What follows belongs to an exercise in optimizing a design on an open flow for small area; a production flow would make more cautious choices. Only simulation tests tie the RTL to the original design; equivalence was not proved. The flow treats the clock pin as an ideal source, which a real chip does not have. Power is estimated from default activity; no workload was simulated.

==> design/flow/config.mk <==
export PLATFORM = sky130hd
export DESIGN_NAME = processor
export DESIGN_NICKNAME = processor
export VERILOG_FILES = /design/flow/design.v
export SDC_FILE = /design/flow/constraint.sdc
export NUM_CORES = 8
export LEC_CHECK = 0
export CAP_MARGIN = 20
export CORE_MARGIN = 2
export CORE_UTILIZATION = 58
export SETUP_SLACK_MARGIN = 0.2
export SLEW_MARGIN = 20
export SYNTH_HIERARCHICAL = 1
export SYNTH_MINIMUM_KEEP_SIZE = 0
==> design/flow/constraint.sdc <==
create_clock -name core_clock -period 12.0 [get_ports {clk}]
set_input_delay 2.4000 -clock core_clock [delete_from_list [all_inputs] [get_ports {clk}]]
set_output_delay 2.4000 -clock core_clock [all_outputs]
set_load 0.01 [all_outputs]
==> design/flow/design.v <==
module processor(
    input clk, reset,
    output [31:0] pc,
    input [31:0] instruction,
    output write_enable,
    output [31:0] address_to_mem, data_to_mem,
    input [31:0] data_from_mem
);
    wire [31:0] I = instruction;
    integer i;
    genvar b, r;
    wire [6:0] op = I[6:0];
    wire [2:0] f3 = I[14:12];
    wire [6:0] f7 = I[31:25];
    wire [4:0] rd = I[11:7];
    wire [4:0] ra = I[19:15];
    wire [4:0] rb = I[24:20];
    wire is_r    = op == 7'b0110011;
    wire is_i    = op == 7'b0010011;
    wire is_ld   = op == 7'b0000011;
    wire is_st   = op == 7'b0100011;
    wire is_br   = op == 7'b1100011;
    wire is_lui  = op == 7'b0110111;
    wire is_jal  = op == 7'b1101111;
    wire is_jalr = op == 7'b1100111;
    wire is_cu   = op == 7'b0001011;
    wire lw    = is_ld & (f3 == 3'b010);
    wire sw    = is_st & (f3 == 3'b010);
    wire beq   = is_br & (f3 == 3'b000);
    wire blt   = is_br & (f3 == 3'b100);
    wire f7z   = f7 == 7'b0000000;
    wire expo  = is_cu & f7z & (f3 == 3'b000);
    wire r_sub = is_r & (f7 == 7'b0100000) & (f3 == 3'b000);
    wire r_and = is_r & f7z & (f3 == 3'b111);
    wire r_srl = is_r & f7z & (f3 == 3'b101);
    wire r_etd = is_r & f7z & (f3 == 3'b110);
    wire link  = is_jal | is_jalr;
    wire reg_write = is_r | is_i | lw | is_lui | link | expo;
    wire use_b = is_r | is_br;       
    wire sub   = r_sub | is_br;
    reg  [31:0] pc_r;
    reg  [31:0] rf [1:31];
    assign pc = pc_r;
    wire [3:0] ahi, bhi, whi;
    wire [7:0] alo, blo, wlo;
    genvar h;
    generate for (h = 0; h < 4; h = h + 1) begin : pdh
        assign ahi[h] = ra[4:3] == h;
        assign bhi[h] = rb[4:3] == h;
        assign whi[h] = reset | (reg_write & (rd[4:3] == h));    
    end endgenerate
    generate for (h = 0; h < 8; h = h + 1) begin : pdl
        assign alo[h] = ra[2:0] == h;
        assign blo[h] = rb[2:0] == h;
        assign wlo[h] = reset | (rd[2:0] == h);
    end endgenerate
    wire [31:0] sa [0:1];
    wire [31:0] sb [0:1];
    wire [31:0] wr, nwr;
    assign wr[0] = 1'b0;
    assign nwr[0] = 1'b1;
    generate for (r = 1; r < 32; r = r + 1) begin : dw
        c_and2  uw(.a(whi[r/8]), .b(wlo[r%8]), .y(wr[r]));
        c_nand2 un(.a(whi[r/8]), .b(wlo[r%8]), .y(nwr[r]));
    end endgenerate
    generate for (h = 0; h < 2; h = h + 1) begin : dec
        assign sa[h][0] = 1'b0;
        assign sb[h][0] = 1'b0;
        for (r = 1; r < 32; r = r + 1) begin : d
            c_and2 ua(.a(ahi[r/8]), .b(alo[r%8]), .y(sa[h][r]));
            c_and2 ub(.a(bhi[r/8]), .b(blo[r%8]), .y(sb[h][r]));
        end
    end endgenerate
    wire [31:0] A, B;                
    generate for (b = 0; b < 32; b = b + 1) begin : rd_g
        wire [31:0] col;
        assign col[0] = 1'b0;
        for (r = 1; r < 32; r = r + 1) begin : c
            assign col[r] = rf[r][b];
        end
        rdmux ma(.s(sa[b/16]), .d(col), .y(A[b]));
        rdmux mb(.s(sb[b/16]), .d(col), .y(B[b]));
    end endgenerate
    wire [31:0] wd;
    reg  [31:0] nxt [1:31];
    generate for (r = 1; r < 32; r = r + 1) begin : wr_g
        for (b = 0; b < 32; b = b + 1) begin : c
            wire y;
            c_ao22 m(.a(wr[r]), .b(wd[b]), .c(nwr[r]), .d(rf[r][b]), .y(y));
            always @(*) nxt[r][b] = y;
        end
    end endgenerate
    reg [31:0] imm, k0, k1;
    always @(*) begin
        for (i = 0; i < 32; i = i + 1) begin
            if (i < 5)       imm[i] = is_st ? I[7 + i] : I[20 + i];
            else if (i < 11) imm[i] = I[20 + i];
            else             imm[i] = I[31];
            k0[i] = use_b ? sub : imm[i];
            k1[i] = use_b ? ~sub : imm[i];
        end
    end
    wire [31:0] xv;                  
    generate for (b = 0; b < 32; b = b + 1) begin : x_g
        if (b % 2 == 0) begin : e
            c_mux2i m(.s(B[b]), .a(~k0[b]), .b(~k1[b]), .y(xv[b]));
        end else begin : o
            c_mux2i m(.s(B[b]), .a(k0[b]), .b(k1[b]), .y(xv[b]));
        end
    end endgenerate
    wire [32:0] c1, cz, co;         
    wire [31:0] p1, S;
    wire [3:1] bsel;                
    assign c1[0] = sub;
    assign bsel[1] = c1[8];
    generate for (b = 0; b < 32; b = b + 1) begin : a1_g
        if (b % 2 == 0) begin : e
            c_xor2  x(.a(A[b]), .b(xv[b]), .y(p1[b]));
        end else begin : o
            c_xnor2 x(.a(A[b]), .b(xv[b]), .y(p1[b]));
        end
        if (b < 8) begin : rip
            c_mux2i k(.s(p1[b]), .a(xv[b]), .b(c1[b]), .y(c1[b+1]));
            if (b % 2 == 0) begin : e
                c_xor2  s(.a(p1[b]), .b(c1[b]), .y(S[b]));
            end else begin : o
                c_xnor2 s(.a(p1[b]), .b(c1[b]), .y(S[b]));
            end
        end else begin : blk
            localparam K = b / 8;           
            localparam POS = (K == 1);      
            if (b % 8 == 0) begin : first
                c_nand2 k0(.a(A[b]), .b(xv[b]), .y(cz[b+1]));
                c_nor2  k1(.a(A[b]), .b(xv[b]), .y(co[b+1]));
            end else if (b < 31) begin : chain
                c_mux2i k0(.s(p1[b]), .a(xv[b]), .b(cz[b]), .y(cz[b+1]));
                c_mux2i k1(.s(p1[b]), .a(xv[b]), .b(co[b]), .y(co[b+1]));
            end
            if (b % 8 == 0) begin : s0
                if (POS) begin : p
                    c_xor2  s(.a(p1[b]), .b(bsel[K]), .y(S[b]));
                end else begin : n
                    c_xnor2 s(.a(p1[b]), .b(bsel[K]), .y(S[b]));
                end
            end else begin : sn
                wire cs;
                if (POS) begin : p
                    c_mux2i m(.s(bsel[K]), .a(cz[b]), .b(co[b]), .y(cs));
                end else begin : n
                    c_mux2i m(.s(bsel[K]), .a(co[b]), .b(cz[b]), .y(cs));
                end
                if (b % 2 == 0) begin : e
                    c_xnor2 s(.a(p1[b]), .b(cs), .y(S[b]));
                end else begin : o
                    c_xor2  s(.a(p1[b]), .b(cs), .y(S[b]));
                end
            end
            if (b % 8 == 7 && K < 3) begin : cout
                if (POS) begin : p
                    c_mux2i m(.s(bsel[K]), .a(cz[b+1]), .b(co[b+1]), .y(bsel[K+1]));
                end else begin : n
                    c_mux2i m(.s(bsel[K]), .a(co[b+1]), .b(cz[b+1]), .y(bsel[K+1]));
                end
            end
        end
    end endgenerate
    wire eq = &p1;                                   
    wire lt = (A[31] ^ B[31]) ? A[31] : S[31];
    wire big = |B[31:5];
    wire [31:0] l0n, l1, l2n, l3;
    wire e0 = ~reset & r_srl & ~big & ~B[4];
    wire e1 = ~reset & r_srl & ~big & B[4];
    generate for (b = 0; b < 32; b = b + 1) begin : sh_g
        if (b < 31) begin : s0
            c_mux2i m(.s(B[0]), .a(A[b]), .b(A[b+1]), .y(l0n[b]));
        end else begin : z0
            c_nand2 m(.a(~B[0]), .b(A[b]), .y(l0n[b]));
        end
        if (b < 30) begin : s1
            c_mux2i m(.s(B[1]), .a(l0n[b]), .b(l0n[b+2]), .y(l1[b]));
        end else begin : z1
            c_nor2 m(.a(B[1]), .b(l0n[b]), .y(l1[b]));
        end
        if (b < 28) begin : s2
            c_mux2i m(.s(B[2]), .a(l1[b]), .b(l1[b+4]), .y(l2n[b]));
        end else begin : z2
            c_nand2 m(.a(~B[2]), .b(l1[b]), .y(l2n[b]));
        end
        if (b < 24) begin : s3
            c_mux2i m(.s(B[3]), .a(l2n[b]), .b(l2n[b+8]), .y(l3[b]));
        end else begin : z3
            c_nor2 m(.a(B[3]), .b(l2n[b]), .y(l3[b]));
        end
    end endgenerate
    wire [7:0] ex = A[30:23];
    wire [7:0] exr = (ex + 8'd1) ^ 8'h80;
    wire exhi = ~reset & expo & (ex != 8'd127);       
    wire [31:0] pc4;
    wire [32:0] ci;
    assign pc4[1:0] = pc_r[1:0];
    assign pc4[2] = ~pc_r[2];
    assign ci[3] = pc_r[2];
    generate for (b = 3; b < 32; b = b + 1) begin : inc_g
        c_ha h(.a(pc_r[b]), .b(ci[b]), .s(pc4[b]), .c(ci[b+1]));
    end endgenerate
    reg [31:0] im2;
    always @(*) begin
        im2 = 32'd0;
        for (i = 1; i < 32; i = i + 1) begin
            if (i < 5)       im2[i] = is_jal ? I[20 + i] : I[7 + i];
            else if (i < 11) im2[i] = I[20 + i];
            else if (i == 11) im2[i] = is_jal ? I[20] : I[7];
            else if (i < 20) im2[i] = is_jal ? I[i] : I[31];
            else             im2[i] = I[31];
        end
    end
    wire [31:0] tgt;
    wire [32:0] c2;
    wire [31:0] p2;
    assign tgt[0] = pc_r[0];
    assign c2[2] = pc_r[1] & im2[1];
    assign tgt[1] = pc_r[1] ^ im2[1];
    generate for (b = 2; b < 32; b = b + 1) begin : a2_g
        if (b % 2 == 0) begin : e
            c_xor2  x(.a(pc_r[b]), .b(im2[b]), .y(p2[b]));
            c_mux2i k(.s(p2[b]), .a(im2[b]), .b(c2[b]), .y(c2[b+1]));
            c_xor2  s(.a(p2[b]), .b(c2[b]), .y(tgt[b]));
        end else begin : o
            c_xor2  x(.a(pc_r[b]), .b(im2[b]), .y(p2[b]));
            c_mux2i k(.s(p2[b]), .a(~im2[b]), .b(c2[b]), .y(c2[b+1]));
            c_xnor2 s(.a(p2[b]), .b(c2[b]), .y(tgt[b]));
        end
    end endgenerate
    wire taken = is_jal | (beq & eq) | (blt & lt);
    wire nS = ~reset & is_jalr;
    wire nT = ~reset & ~is_jalr & taken;
    wire n4 = ~reset & ~is_jalr & ~taken;
    wire [31:0] npcn;
    generate for (b = 0; b < 32; b = b + 1) begin : np_g
        c_aoi222 m(.a(nS), .b(S[b]), .c(nT), .d(tgt[b]), .e(n4), .f(pc4[b]), .y(npcn[b]));
    end endgenerate
    wire nrst = ~reset;
    wire selM = nrst & lw;
    wire selL = nrst & link;
    wire selS = nrst & ~(lw | link | r_and | r_srl | expo | is_lui | r_etd);
    wire selB = nrst & r_etd;
    wire selA = nrst & r_and;
    wire selE = nrst & expo;
    wire selU = nrst & is_lui;
    generate for (b = 0; b < 32; b = b + 1) begin : wd_g
        wdbit #(.K(b < 8 ? 0 : b < 12 ? 1 : b < 16 ? 2 : 3)) m(
            .selS(selS), .S(S[b]), .selM(selM), .M(data_from_mem[b]), .selL(selL), .L(pc4[b]),
            .selA(selA), .a(A[b]), .selB(selB), .b(B[b]),
            .e0(e0), .e1(e1), .h0(l3[b]), .h1(b < 16 ? l3[(b + 16) % 32] : 1'b0),
            .selE(selE), .x(b < 8 ? exr[b % 8] : 1'b0), .selU(selU), .u(I[b]), .exhi(exhi),
            .y(wd[b]));
    end endgenerate
    always @(posedge clk) begin
        pc_r  <= ~npcn;
        for (i = 1; i < 32; i = i + 1)
            rf[i] <= nxt[i];
    end
    assign write_enable   = sw;
    assign address_to_mem = S;
    assign data_to_mem    = B;
endmodule
module rdmux(input [31:0] s, input [31:0] d, output y);
    wire [10:0] t;
    wire [2:0] u;
    genvar k;
    generate for (k = 0; k < 10; k = k + 1) begin : a
        c_aoi222 m(.a(s[3*k+1]), .b(d[3*k+1]), .c(s[3*k+2]), .d(d[3*k+2]),
                   .e(s[3*k+3]), .f(d[3*k+3]), .y(t[k]));
    end endgenerate
    c_nand2 m31(.a(s[31]), .b(d[31]), .y(t[10]));
    c_nand4 n0(.a(t[0]), .b(t[1]), .c(t[2]), .d(t[3]), .y(u[0]));
    c_nand4 n1(.a(t[4]), .b(t[5]), .c(t[6]), .d(t[7]), .y(u[1]));
    c_nand3 n2(.a(t[8]), .b(t[9]), .c(t[10]), .y(u[2]));
    c_or3   o(.a(u[0]), .b(u[1]), .c(u[2]), .y(y));
endmodule
module wdbit #(parameter K = 0) (
    input selS, S, selM, M, selL, L, selA, a, selB, b, e0, e1, h0, h1,
    input selE, x, selU, u, exhi,
    output y
);
    wire t1 = ~((selS & S) | (selM & M) | (selL & L));
    wire t2 = ~(b & (selB | (selA & a)));
    wire t3 = K < 3 ? ~((e0 & h0) | (e1 & h1)) : ~(e0 & h0);
    wire t4 = K == 0 ? ~(selE & x) : K == 1 ? ~exhi : ~((selU & u) | exhi);
    assign y = ~(t1 & t2 & t3 & t4);
endmodule
module c_and2(input a, b, output y); assign y = a & b; endmodule
module c_nand2(input a, b, output y); assign y = ~(a & b); endmodule
module c_nand3(input a, b, c, output y); assign y = ~(a & b & c); endmodule
module c_nand4(input a, b, c, d, output y); assign y = ~(a & b & c & d); endmodule
module c_nor2(input a, b, output y); assign y = ~(a | b); endmodule
module c_or3(input a, b, c, output y); assign y = a | b | c; endmodule
module c_xor2(input a, b, output y); assign y = a ^ b; endmodule
module c_xnor2(input a, b, output y); assign y = ~(a ^ b); endmodule
module c_ao22(input a, b, c, d, output y); assign y = (a & b) | (c & d); endmodule
module c_aoi21(input a, b, c, output y); assign y = ~((a & b) | c); endmodule
module c_aoi22(input a, b, c, d, output y); assign y = ~((a & b) | (c & d)); endmodule
module c_aoi222(input a, b, c, d, e, f, output y); assign y = ~((a & b) | (c & d) | (e & f)); endmodule
module c_mux2i(input s, a, b, output y); assign y = ~(s ? b : a); endmodule
module c_ha(input a, b, output s, c); assign s = a ^ b; assign c = a & b; endmodule
==> design/flow/flow/run.sh <==
#!/bin/bash
# Layout flow: the standard ORFS steps (standard.sh) with
#  - buf_1 port buffers,
#  - a clock tree of clkbuf_4 cells without dummy loads,
#  - high-fanout drivers upsized before placement-time repair (pre_gpl.tcl).
# Each tool's output goes to a log file in this folder.
set -e
here=$(pwd)
export BUFFER_PORTS_ARGS="-buffer_cell sky130_fd_sc_hd__buf_1"
export CTS_ARGS="-sink_clustering_enable -dont_use_dummy_load -buf_list {sky130_fd_sc_hd__clkbuf_4} -sink_clustering_size 8 -sink_clustering_max_diameter 50"
export PRE_GLOBAL_PLACE_TCL=$here/flow/pre_gpl.tcl
bash standard.sh > standard.log 2>&1
==> design/flow/flow/pre_gpl.tcl <==
# Before placement-time repair: give each gate that drives 12 or more pins the
# next drive strength, so one stronger gate replaces a buffer tree.
set n_up 0
foreach inst [[ord::get_db_block] getInsts] {
  set m [[$inst getMaster] getName]
  if {![regexp {^(sky130_fd_sc_hd__[a-z0-9]+)_1$} $m -> base]} continue
  if {[string match "*df*" $m]} continue
  foreach it [$inst getITerms] {
    if {![$it isOutputSignal]} continue
    set net [$it getNet]
    if {$net == "NULL" || $net == ""} continue
    set fo [expr {[llength [$net getITerms]] - 1}]
    if {$fo >= 12} {
      set new "${base}_2"
      if {[[ord::get_db] findMaster $new] != "NULL"} {
        replace_cell [$inst getName] $new
        incr n_up
      }
    }
  }
}
puts "pre_gpl: upsized $n_up high-fanout drivers"
==> design/flow/standard.sh <==
#!/bin/bash
# synth_recipe.tcl (not shown) runs the flow's synth.tcl, then flattens the netlist and writes it again
# the make line also repeats each setting of config.mk as NAME=value (left out here)
make -C /OpenROAD-flow-scripts/flow DESIGN_CONFIG=/design/flow/config.mk WORK_HOME=/design/flow/orfs CLKGATE_MAP_FILE= SYNTH_SCRIPT=/design/flow/synth_recipe.tcl "${@:-finish}"
==> run notes, run 1 <==
max_cap viols=0; fill count=6437; final hold vios=0; status=no timing/DRC/antenna violations; fin crit share=0.964; CTS tree=built; CORE AREA=around 0.078 mm2; Max Freq=around 86 MHz; I/O pins=163; RSZ-0062 raised after global routing=false; switching share of power=0.453; die extent in y=roughly 280 um; hold buffer count at CTS=0; Slew Limit Fails=0; number of vias per cell=8.76; Leak=just under 0.02 uW; Avg Cell Area, Syn=between 10 and 15 um2; Startpoint Class=input port; final setup margin=between 0.4 and 0.5 ns; placer congestion estimate=between 1 and 1.5; die area=between 0.08 and 0.09 mm2; WHS=about 0.5 ns; switching power=approximately 6400 uW; Avg WL per Cell=approximately 40 um; vias in the first global route=~43000; CTS clk-pin slew, worst paths=approximately 0.08 ns; Post-Syn Instances=4072; antenna violations before repair=21; pre-CTS setup slack=~0.65 ns; cell row count=102; Final Net Count=4551; Int Power=about 7700 uW; Die X=about 280 um; DR iter-0 viols=roughly 15000; Final Routed Wirelength=222000 um; Clk network pwr share=0.125; fin crit period=approximately 12 ns; share of layout cells above drive strength 1=0.117; All-Layer GR Usage=0.518; CP Capture Type=output port; Worst VDD drop=roughly 200 uV; Critical Path RT=9.60 ns; Comb pwr share=0.446; DP Area=0.0488 mm2; via count=roughly 48000; HP Class=flop to flop; clock skew=~0.13 ns; clock tree buffer depth=3; worst slew pin tran=around 1.4 ns; CP max FO=16; total power=14100 uW; gr ovfl total=0; relative slew slack=0.0914; htree depth=4; Initial Util=0.587; Final ANT Viol Nets=0; port buffer count=162; DRC=0; CTS Buf Count=150; total negative slack=0 ns; largest net degree at the start of global routing=35; Crit path arrival time=9.16 ns; CTS sink cnt=about 1000; PD cells=between 200 and 300 mW/mm2; CTS Root Cell=clkbuf_4; sequential power share=0.429; Worst-Skew Late Latency=about 1.1 ns; Crit Path Class=input port to output port; Mapped Area=0.0456 mm2; first-pass GRT wire length=roughly 310000 um; hpwl dp=142000 um; Final setup violation count=0; Layout area overhead=9.72%; design area=0.0501 mm2; Pre-antenna DRT Iters=22; Yosys warnings=11; Mapped Nets=4169
-- placed cells by master, fill, tap and decap left out, types with 6 or more instances in the layout --
| master | n |
|---|---|
| nor4_1 | 9 |
| nand2_2 | 29 |
| nand4_2 | 11 |
| mux2i_1 | 249 |
| inv_1 | 71 |
| or3_1 | 61 |
| buf_1 | 158 |
| nand4_1 | 140 |
| a222oi_1 | 676 |
| nor2_1 | 29 |
| a22oi_1 | 48 |
| o2111ai_2 | 18 |
| nor3_1 | 6 |
| a22oi_2 | 20 |
| buf_16 | 6 |
| nand3_1 | 70 |
| a22o_1 | 992 |
| and2_2 | 157 |
| xnor2_1 | 50 |
| buf_4 | 80 |
| o21ai_1 | 18 |
| nor3b_1 | 6 |
| dfxtp_1 | 1024 |
| diode_2 | 16 |
| xor2_1 | 80 |
| a21oi_1 | 63 |
| ha_1 | 31 |
| a21o_1 | 23 |
| nand2_1 | 93 |
| clkbuf_4 | 150 |
-- what timing repair did --
item                       in CTS  in global routing
setup buffers                   0                  0
gates resized for setup         0                  6
setup endpoints to repair       0                  7
-- flip-flops by register name, indices dropped and copies added (netlist names) --
name  cells
rf      992
pc_r     32
-- layout make-up --
cell class / instances / area (um2) / area share
diodes: 16 / 40.0 / 0.000800
repair buffers: 248 / 1380 / 0.0275
inverters: 71 / 267 / 0.00532
well taps: 1040 / 1300 / 0.0260
clock buffers: 150 / 1130 / 0.0225
flip-flops and latches: 1024 / 20500 / 0.410
multi-input cells: 2959 / 25400 / 0.508
-- power by group through the flow --
stage / registers, uW / logic [uW] / clock network, uW
after global placement: 5980 / 5720 / 0
final: 6040 / 6270 / 1760
after CTS: 5940 / 5850 / 1730
after global routing: 6150 / 6370 / 1880
after floorplan: 5660 / 3710 / 0
after detailed placement: 5990 / 5840 / 0
-- final timing paths --
kind                           start                  to  slack (ns)  cells past startpoint
setup reg to reg   rf[13][0]$_DFF_P_     pc_r[4]$_DFF_P_        3.87                     28
setup / recovery     instruction[15]  address_to_mem[31]        0.44                     24
hold / removal    rf[17][15]$_DFF_P_  rf[17][15]$_DFF_P_        0.50                      1
hold reg to reg   rf[17][15]$_DFF_P_  rf[17][15]$_DFF_P_        0.50                      1
-- worst max-delay path, cell delays in order --
cell and delay (ns):
buf_1 0.49, and3b_1 0.44, and2_2 0.41, a222oi_1 0.47, nand4_1 0.35, or3_1 0.55
xor2_1 0.38, mux2i_1 0.19, mux2i_1 0.27, mux2i_1 0.18, mux2i_1 0.27, mux2i_1 0.16
mux2i_1 0.25, mux2i_1 0.15, mux2i_1 0.15, buf_4 0.24, mux2i_1 0.21, buf_4 0.27
mux2i_1 0.29, buf_4 0.24, mux2i_1 0.24, xor2_1 0.18, buf_4 0.17, buf_1 0.16
-- through the flow --
step	utilization	instances
5_1_grt	0.644	5497
6_report	0.644	5508
4_1_cts	0.642	5488
3_3_place_gp	0.627	5336
3_5_place_dp	0.627	5338
2_1_floorplan	-	4072
-- per-layer routing --
metal	up-vias	share of wire	GRT usage
met4	12	0.088	0.358
met5	-	0.00083	0.0226
met2	5470	0.38	0.694
met1	22700	0.35	0.675
met3	1253	0.18	0.204
li1	18900	-	-
==> run 2, diff against run 1 <==
--- a/design/flow/config.mk
+++ b/design/flow/config.mk
@@ -5,10 +5,10 @@
 export SDC_FILE = /design/flow/constraint.sdc
 export NUM_CORES = 8
 export LEC_CHECK = 0
-export CAP_MARGIN = 20
+export CAP_MARGIN = 5
 export CORE_MARGIN = 2
 export CORE_UTILIZATION = 58
 export SETUP_SLACK_MARGIN = 0.2
-export SLEW_MARGIN = 20
+export SLEW_MARGIN = 5
 export SYNTH_HIERARCHICAL = 1
 export SYNTH_MINIMUM_KEEP_SIZE = 0
==> run notes, run 2 <==
clock skew=between 0.1 and 0.15 ns; htree depth=4; Slowest Stage Delay on Critical Path=a little under 0.8 ns; Mapped Nets=approximately 4200; Final Routed Wirelength=about 220000 um; Final ANT Viol Nets=0; Most flops, register=rf; first-pass GRT wire length=311000 um; I/O pins=between 150 and 200; metal3 WL=approximately 40000 um; Crit Path Class=input port to output port; PD cells=between 200 and 300 mW/mm2; most frequent cells in the layout=dfxtp_1 (1024), a22o_1 (992), a222oi_1 (676); Startpoint Class=input port; total power=14000 uW; worst slew pin tran=~1.4 ns; Final Non-Filler Cells=5506; CTS clk-pin slew, worst paths=0.09 ns; Avg WL per Cell=around 40 um; hpwl dp=roughly 140000 um; max_cap viols=0; DP Area=around 0.05 mm2; Critical Path RT=around 9.6 ns; final setup margin=0.619 ns; number of vias per cell=8.71; CP max FO=16; total negative slack=0 ns; die area=0.0809 mm2; Setup Buffers After CTS=0; CTS Root Cell=clkbuf_4; Yosys warnings=11; Leak=0.0197 uW; CORE AREA=0.0777 mm2; RR Endpoint=pc_r[9]$_DFF_P_; All-Layer GR Usage=0.521; final hold vios=0; status=no timing/DRC/antenna violations; Final Net Count=about 4500; placer congestion estimate=around 1.1; hold depth=1; die extent in y=284 um; CP cell instances=buf_1, nand2_1, nor2_1, and2_2, a222oi_1, nand4_1, or3_1, xor2_1, mux2i_1, mux2i_1, mux2i_1, mux2i_1, mux2i_1, mux2i_1, mux2i_1, mux2i_1, buf_4, mux2i_1, buf_4, mux2i_1, buf_4, mux2i_1, xor2_1, buf_1; commonest non-fill, non-tap cell in the layout=dfxtp_1; Final setup violation count=0; Most common cell on crit path=mux2i_1; clock tree buffer depth=3; Layout area overhead=9.34%; Die X=284 um; gr ovfl total=0; port buffer count=between 150 and 200; largest net degree at the start of global routing=35; Crit path arrival time=roughly 9 ns; relative slew slack=0.0528; DR iter-0 viols=roughly 15000; HP Class=flop to flop; Avg Cell Area, Syn=around 11 um2; via count=roughly 48000; CP Capture Type=output port; Mapped Area=~0.046 mm2; family with the most delay on the worst path=multiplexers; FF-to-FF path depth=28; max reg flops=between 900 and 1000; DRC=0; CTS tree=built; Max Freq=87.9 MHz; Initial Util=0.587; cell row count=between 100 and 150; Pre-antenna DRT Iters=17; Post-Syn Instances=4072; largest registers=rf (992), pc_r (32); fin crit share=0.948; R2R Setup Slk=roughly 4 ns; CTS sink cnt=1024; slowest stage cell, crit path=nor2_1; Worst VDD drop=between 150 and 200 uV; RSZ-0062 raised after global routing=false; CTS Buf Count=150; vias in the first global route=about 43000; Slew Limit Fails=0; Worst-Skew Late Latency=1.12 ns; share of layout cells above drive strength 1=0.116; fin crit period=between 10 and 15 ns; hold buffer count at CTS=0; Worst Hold End=rf[26][1]$_DFF_P_; pre-CTS setup slack=around 0.63 ns; Gates resized, CTS repair=0; placed cells=~5300; Reg2Reg Launch Point=rf[22][0]$_DFF_P_; CP Buf/Inv Count=5; top layer in use=met5; design area=roughly 0.05 mm2; antenna violations before repair=27; hold wc startpoint=rf[26][1]$_DFF_P_; Met1 Routed Length=~78000 um; routed wire length on met2=~84000 um
==> run 2: report_power, final <==
group / total (uW) / internal [uW] / switching [uW] / leakage, uW
clock: 1760 / 573 / 1180 / 0.000690
sequential: 6050 / 4830 / 1210 / 0.00849
combinational: 6170 / 2220 / 3950 / 0.0105
==> run 2: final cells by class <==
class | count | area (um2)
Multi-Input combinational cell | 2959 | 25400
Fill cell | 6444 | 27800
Tap cell | 1040 | 1300
Clock buffer | 150 | 1130
Antenna cell | 20 | 50.0
Sequential cell | 1024 | 20500
Inverter | 71 | 267
Timing Repair Buffer | 242 | 1210
==> run 2: worst max path at each step <==
stage               cells past startpoint                 end  slack [ns]             from
CTS                                    24  address_to_mem[25]        0.60  instruction[20]
detailed placement                     24  address_to_mem[25]        0.63  instruction[20]
finish                                 24  address_to_mem[25]        0.62  instruction[17]
global placement                       25  address_to_mem[31]        0.82  instruction[20]
floorplan                              20  address_to_mem[31]        0.31  instruction[21]
global route                           24  address_to_mem[25]        0.32  instruction[17]
==> run 2: layer usage <==
layer,GRT usage,vias up
met3,0.238,1229
met4,0.353,24
li1,-,18900
met1,0.665,22600
met2,0.692,5168
met5,0.0214,-
==> run 2: stage by stage <==
stage | hold slack, ns | util
finish | 0.504 | 0.642
floorplan | 0.460 | -
CTS | 0.501 | 0.641
global placement | 0.472 | 0.627
detailed placement | 0.475 | 0.627
global route | 0.518 | 0.642
==> run 3, diff against run 2 <==
==> design/flow/flow/run.sh (replaced) <==
#!/bin/bash
# Layout flow: the standard ORFS steps (standard.sh) with
#  - buf_1 port buffers,
#  - a clock tree of clkbuf_4 cells without dummy loads,
#  - high-fanout drivers upsized before placement-time repair (pre_gpl.tcl),
#  - clock buffers with slow flip-flop clock edges upsized after CTS (post_cts.tcl).
# Each tool's output goes to a log file in this folder.
set -e
here=$(pwd)
export BUFFER_PORTS_ARGS="-buffer_cell sky130_fd_sc_hd__buf_1"
export CTS_ARGS="-sink_clustering_enable -dont_use_dummy_load -buf_list {sky130_fd_sc_hd__clkbuf_4} -sink_clustering_size 8 -sink_clustering_max_diameter 50"
export PRE_GLOBAL_PLACE_TCL=$here/flow/pre_gpl.tcl
export POST_CTS_TCL=$here/flow/post_cts.tcl
bash standard.sh > standard.log 2>&1
==> design/flow/flow/post_cts.tcl (new file) <==
# After clock tree synthesis: give a clkbuf_8 to every clock buffer whose
# flip-flop clock pins see a slow edge, then re-legalize placement.
estimate_parasitics -placement
set limit 0.100
set fixed 0
foreach inst [[ord::get_db_block] getInsts] {
  set m [[$inst getMaster] getName]
  if {$m ne "sky130_fd_sc_hd__clkbuf_4"} continue
  set worst 0
  foreach it [$inst getITerms] {
    if {![$it isOutputSignal]} continue
    set net [$it getNet]
    foreach s [$net getITerms] {
      if {[$s isOutputSignal]} continue
      set pin [get_pins [$s getName]]
      set sl [get_property $pin slew_max]
      if {$sl > $worst} { set worst $sl }
    }
  }
  if {$worst > $limit} {
    replace_cell [$inst getName] sky130_fd_sc_hd__clkbuf_8
    incr fixed
  }
}
puts "post_cts_clk: upsized $fixed clock buffers"
if {$fixed > 0} {
  detailed_placement
  check_placement -verbose
  estimate_parasitics -placement
}
set mx 0
foreach pin [get_pins -hierarchical */CLK] {
  set s [get_property $pin slew_max]
  if {$s > $mx} { set mx $s }
}
puts "post_cts_clk: worst clock pin slew $mx"
--- a/design/flow/config.mk
+++ b/design/flow/config.mk
@@ -5,10 +5,10 @@
 export SDC_FILE = /design/flow/constraint.sdc
 export NUM_CORES = 8
 export LEC_CHECK = 0
-export CAP_MARGIN = 5
+export CAP_MARGIN = 10
 export CORE_MARGIN = 2
 export CORE_UTILIZATION = 58
 export SETUP_SLACK_MARGIN = 0.2
-export SLEW_MARGIN = 5
+export SLEW_MARGIN = 10
 export SYNTH_HIERARCHICAL = 1
 export SYNTH_MINIMUM_KEEP_SIZE = 0
==> run notes, run 3 <==
CORE AREA=0.0777 mm2; max_cap viols=0; Mapped Area=roughly 0.046 mm2; CP Capture Type=output port; Leak=0.0198 uW; gr ovfl total=0; Final setup violation count=0; worst slew pin tran=~1.4 ns; cell row count=102; antenna violations before repair=20; design area=0.0500 mm2; RSZ-0062 raised after global routing=false; RR Endpoint=pc_r[9]$_DFF_P_; most frequent cells in the layout=dfxtp_1 (1024), a22o_1 (992), a222oi_1 (676); DP Area=approximately 0.049 mm2; DR iter-0 viols=15000; die extent in y=284 um; Worst setup endpoint=address_to_mem[25]; relative slew slack=0.0557; largest registers=rf (992), pc_r (32); pre-CTS setup slack=0.625 ns; vias in the first global route=43500; CP cell instances=clkbuf_2, and3b_1, and2_2, a222oi_1, nand4_1, or3_2, mux2i_1, xor2_1, mux2i_1, mux2i_1, mux2i_1, mux2i_1, mux2i_1, mux2i_1, mux2i_1, mux2i_1, buf_4, mux2i_1, buf_4, mux2i_1, buf_4, mux2i_1, xor2_1, buf_1; commonest non-fill, non-tap cell in the layout=dfxtp_1; Slowest Stage Delay on Critical Path=~0.60 ns; final hold vios=0; CTS sink cnt=approximately 1000; Initial Util=0.587; Reg2Reg Launch Point=rf[13][0]$_DFF_P_; port buffer count=162; Worst-Skew Late Latency=between 0.9 and 1 ns; FF-to-FF path depth=28; Critical Path RT=between 9 and 10 ns; number of vias per cell=8.75; Startpoint Class=input port; Crit path arrival time=slightly above 9 ns; CTS clk-pin slew, worst paths=around 0.080 ns; Pre-antenna DRT Iters=17; largest net degree at the start of global routing=35; All-Layer GR Usage=0.521; Post-Syn Instances=roughly 4000; Crit Path Class=input port to output port; status=no timing/DRC/antenna violations; fin crit share=0.967; Yosys warnings=11; via count=between 40000 and 50000; Worst VDD drop=about 180 uV; DRC=0; CTS tree=built; R2R Setup Slk=around 3.9 ns; Layout area overhead=9.52%; die area=between 0.08 and 0.09 mm2; I/O pins=163; Most common cell on crit path=mux2i_1; share of layout cells above drive strength 1=0.115; hpwl dp=between 100000 and 150000 um; Avg WL per Cell=just over 40 um; WHS=roughly 0.5 ns; Mapped Nets=4169; PD cells=about 280 mW/mm2; Avg Cell Area, Syn=about 11 um2; Final ANT Viol Nets=0; CP max FO=16; slowest stage cell, crit path=or3_2; Final Net Count=between 4000 and 5000; placer congestion estimate=approximately 1.1; final setup margin=roughly 0.40 ns; HP Class=flop to flop; Slew Limit Fails=0; Most flops, register=rf; max reg flops=approximately 1000; total negative slack=0 ns; fin crit period=between 10 and 15 ns; Final Routed Wirelength=223000 um; Worst Setup SP=instruction[20]; first-pass GRT wire length=around 310000 um; clock skew=around 0.19 ns; Max Freq=~86 MHz; Die X=roughly 280 um
-- run 3: cell types whose count changed in the layout (fill, tap and decap cells not counted) --
| cell | previous run | this run |
|---|---|---|
| buf_1 | 157 | 158 |
| diode_2 | 20 | 12 |
| clkbuf_4 | 150 | 133 |
| and3b_2 | 2 | 1 |
| and3b_1 | 2 | 3 |
| clkbuf_2 | 5 | 4 |
| and3_1 | 3 | 4 |
| clkbuf_8 | 0 | 17 |
| and3_2 | 1 | 0 |
-- run 3: metrics by stage --
step | power, uW | utilization | instances
final | 14000 | 0.643 | 5498
after detailed placement | 11800 | 0.627 | 5336
after global routing | 14400 | 0.643 | 5493
after floorplan | 9370 | - | 4072
after global placement | 11700 | 0.627 | 5336
-- run 3: layer usage --
| metal | global-route usage | wire (um) | vias up |
|---|---|---|---|
| li1 | - | - | 18900 |
| met1 | 0.671 | 77800 | 22700 |
| met2 | 0.694 | 85000 | 5365 |
| met3 | 0.233 | 40200 | 1216 |
| met4 | 0.345 | 19300 | 16 |
| met5 | 0.00595 | 156 | - |
-- run 3: worst max-delay path: cells and delay by family --
family | cells | cell delay (ns)
simple gates | 4 | 1.81
compound gates | 1 | 0.40
buf+inv | 5 | 1.18
xor+xnor | 2 | 0.70
mux | 12 | 2.68
-- run 3: area by class of cell --
class | count | area, um2
Tap cell | 1040 | 1300
Timing Repair Buffer | 242 | 1210
Clock buffer | 150 | 1230
Sequential cell | 1024 | 20500
Multi-Input combinational cell | 2959 | 25400
Antenna cell | 12 | 30.0
Inverter | 71 | 267
Fill cell | 6426 | 27800
-- run 3: how the worst min path moves through the flow --
| stage | start | slack (ns) | cells after the start | end |
|---|---|---|---|---|
| after global placement | rf[16][8]$_DFF_P_ | 0.47 | 1 | rf[16][8]$_DFF_P_ |
| after floorplan | rf[10][0]$_DFF_P_ | 0.46 | 1 | rf[10][0]$_DFF_P_ |
| after detailed placement | rf[31][9]$_DFF_P_ | 0.48 | 1 | rf[31][9]$_DFF_P_ |
| after global routing | rf[11][21]$_DFF_P_ | 0.52 | 1 | rf[11][21]$_DFF_P_ |
| final | rf[4][27]$_DFF_P_ | 0.50 | 1 | rf[4][27]$_DFF_P_ |
-- run 3: power by group --
group          switching [uW]  internal [uW]
Clock                    1190            639
Combinational            3950           2220
Sequential               1210           4830
Total                    6360           7690

[what the ideal ports hide]
Ports are ideal in the flow. The routed layouts listed here were re-timed in OpenROAD.
Step 1 sets driving cells, clkbuf_16 on the clock port and buf_2 on the other inputs (assumed; they add their load-dependent delay and slew).
Step 2 moves the port delays by t, midway between the first and last clock arrival at a register: inputs arrive t later, outputs are due t later. That takes back most of the time a late clock gives input paths.
Three values: ideal ports, drivers, drivers and shift; two values: the first two.
run | t (ns) | setup slack, ns | worst setup path after step 2 | slew at the worst register clock pin (ns) | worst data-port slew with drivers (ns)
run 1 | 1.101 | 0.437 / 0.407 / 0.407 | input to output | 0.11 / 0.11 | 0.16
run 2 | 1.131 | 0.619 / 0.594 / 0.594 | input to output | 0.12 / 0.12 | 0.14
run 3 | 0.919 | 0.398 / 0.376 / 0.376 | input to output | 0.12 / 0.12 | 0.14
After both steps setup and hold are still met in every run listed. For run 1, which loses most, drivers alone change the setup slack by -0.030 ns; drivers and shift together by -0.030 ns.
